What follows belongs to an exercise in optimizing a design on an open flow for small area, a short achievable clock period and few clock cycles per item; a production flow would make more cautious choices. Function was checked by simulation only, so behaviour that the tests miss may differ from the original.

// simple_generic_matrix_mult
module simple_generic_matrix_mult #(
    parameter integer M = 3,
    parameter integer N = 3,
    parameter integer P = 3,
    parameter integer DATA_WIDTH = 8
)(
    input  wire clk,
    input  wire rst,
    input  wire start,
    input  wire signed [DATA_WIDTH-1:0] a_in,
    input  wire [$clog2(M*N)-1:0] a_addr,
    input  wire a_wen,
    input  wire signed [DATA_WIDTH-1:0] b_in,
    input  wire [$clog2(N*P)-1:0] b_addr,
    input  wire b_wen,
    output reg [2*DATA_WIDTH-1:0] c_out,
    output reg c_valid,
    output reg done
);
export LEC_CHECK = 0
export ABC_CLOCK_PERIOD_IN_PS = 3000
export CAP_MARGIN = 20
export CORE_MARGIN = 2
export CORE_UTILIZATION = 70
export CTS_BUF_LIST = sky130_fd_sc_hd__clkbuf_8 sky130_fd_sc_hd__clkbuf_16
export CTS_CLUSTER_DIAMETER = 60
export CTS_CLUSTER_SIZE = 14
export SLEW_MARGIN = 20
export SYNTH_HIERARCHICAL = 1
export SYNTH_MINIMUM_KEEP_SIZE = 0
create_clock -name core_clock -period 10.0 [get_ports {clk}]
standard.sh (not shown) runs the stock make flow with config.mk's settings and CLKGATE_MAP_FILE= SYNTH_SCRIPT=/design/flow/synth_recipe.tcl, a recipe that flattens the netlist after the stock synthesis.
==> flow/flow/run.sh <==
#!/bin/bash
set -euo pipefail
bash standard.sh SETUP_SLACK_MARGIN=7 "BUFFER_PORTS_ARGS=-buffer_cell sky130_fd_sc_hd__buf_2" finish > standard_flow.log 2>&1
The baseline produced a clean layout.
Testbench counts at the start, summed over its fixed seeds: cycles 30,400, items 14,400.
Then changed:
--- a/flow/config.mk
+++ b/flow/config.mk
@@ -12 +12 @@
-export CTS_BUF_LIST = sky130_fd_sc_hd__clkbuf_8 sky130_fd_sc_hd__clkbuf_16
+export CTS_BUF_LIST = sky130_fd_sc_hd__clkbuf_8
The new run produced a clean layout.
Non-clock buffer count goes down by 4.
Synthesized cell count is unchanged.
Flip-flop and latch count is unchanged.
Then changed:
--- a/flow/config.mk
+++ b/flow/config.mk
@@ -11 +11 @@
-export CORE_UTILIZATION = 70
+export CORE_UTILIZATION = 80
Outcome:
- global-route usage climbs by 6.4 points
- flip-flop and latch count stays the same
- die area went down by 12%
- worst setup slack is worse by 0.12 ns
- first-iteration DRC count rises by 27%
- sequential share of layout area hardly moves
- fmax shrinks by 3.9%
- via count grows by 7.3%
- final area hardly moves

north:
Another version of the RTL of simple_generic_matrix_mult (not shown whole).
Size: ~210 flip-flops, ~47 I/O pins, ~13000 µm² of cells after synthesis.
Settings: LEC_CHECK=0, ABC_CLOCK_PERIOD_IN_PS=3000, CAP_MARGIN=20, CORE_MARGIN=2, CORE_UTILIZATION=40, CTS_BUF_LIST=sky130_fd_sc_hd__clkbuf_8, CTS_CLUSTER_DIAMETER=60, CTS_CLUSTER_SIZE=14, SLEW_MARGIN=20, SYNTH_HIERARCHICAL=1, SYNTH_MINIMUM_KEEP_SIZE=0; clock period 10.0 ns.
==> flow/flow/run.sh <==
#!/bin/bash
set -euo pipefail
bash standard.sh SETUP_SLACK_MARGIN=7 finish > standard_flow.log 2>&1
Testbench counts of north, summed over its fixed seeds: cycles 30,400, items 14,400.
#### Input delta (south over north)
Settings: a change of CTS_CLUSTER_SIZE from 14 to 28; a change of CTS_BUF_LIST from sky130_fd_sc_hd__clkbuf_8 to sky130_fd_sc_hd__clkbuf_16; a change of CTS_CLUSTER_DIAMETER from 60 to 80.
==> run summary <==
Against north, area of all placed cells without fillers in south came out worse.
When south is set beside north, its count of fill cells added during filler insertion turns out to be 29 smaller.
Timing, DRC, antenna: 0 failures across north and south
[compare] base=north new=south: total length of routed wires saw an increase; register area saw little to no change.
Clock transition at the register clock pins on the worst setup and hold paths after CTS of south is on par with north.
[compare] base=north new=south: number of buffers created by CTS now sits lower; buffering stage count on the worst path with inverters included shows a reduction of 1.
A cell with the largest stage delay on the worst path of sky130_fd_sc_hd__fa_1 is what south shows, while sky130_fd_sc_hd__dfrtp_1 belongs to north.
Changes observed in south relative to north: count of clock-buffer cells in the layout dropped 8.
Input changes introduced in east (baseline for comparison: south):
Settings: removing CTS_CLUSTER_SIZE (formerly 28); changing CTS_BUF_LIST from sky130_fd_sc_hd__clkbuf_16 to sky130_fd_sc_hd__clkbuf_8; removing CTS_CLUSTER_DIAMETER (formerly 80).
==> flow/flow/run.sh <==
#!/bin/bash
set -euo pipefail
bash standard.sh SETUP_SLACK_MARGIN=6.7 finish > standard_flow.log 2>&1
- From south to east, height of the die did not move at all.
- east reports a lower smallest setup slack after layout than south does.
- east ends up with lower weighted congestion at the end of routability-driven global placement than south does.

## re-timing with driven ports
Ports are ideal in the flow. The routed layouts listed here were re-timed in OpenROAD.
Step 1: set_driving_cell puts a clkbuf_16 on clk and a buf_2 on each other input, an assumption about the parent block.
Step 2 adds t to the input delays and takes it off the output delays; t is the mean of the earliest and latest rising clock arrival at the registers after step 1. Input paths then give back, and output paths get back, about the clock's delay inside the block.
Three values: ideal, step 1, step 2; two values: the first two.
| run | t (ns) | setup slack, ns | worst register clock-pin slew, ns | worst slew at a driven data input, ns |
|---|---|---|---|---|
| the first run of note 1 | 0.540 | 7.009 / 6.970 / 6.488 | 0.07 / 0.07 | 0.03 |
| the second run of note 1 | 0.589 | 6.962 / 6.919 / 6.440 | 0.10 / 0.10 | 0.03 |
| the third run of note 1 | 0.591 | 6.839 / 6.839 / 6.479 | 0.10 / 0.10 | 0.04 |
| north | 0.593 | 6.943 / 6.896 / 6.488 | 0.09 / 0.09 | 0.04 |
| south | 0.537 | 6.958 / 6.928 / 6.473 | 0.11 / 0.11 | 0.05 |
| east | 0.579 | 6.702 / 6.723 / 6.144 | 0.06 / 0.06 | 0.04 |
After both steps setup and hold are still met in every run listed. For east, which loses most, drivers alone change the setup slack by +0.021 ns; drivers and shift together by -0.558 ns.
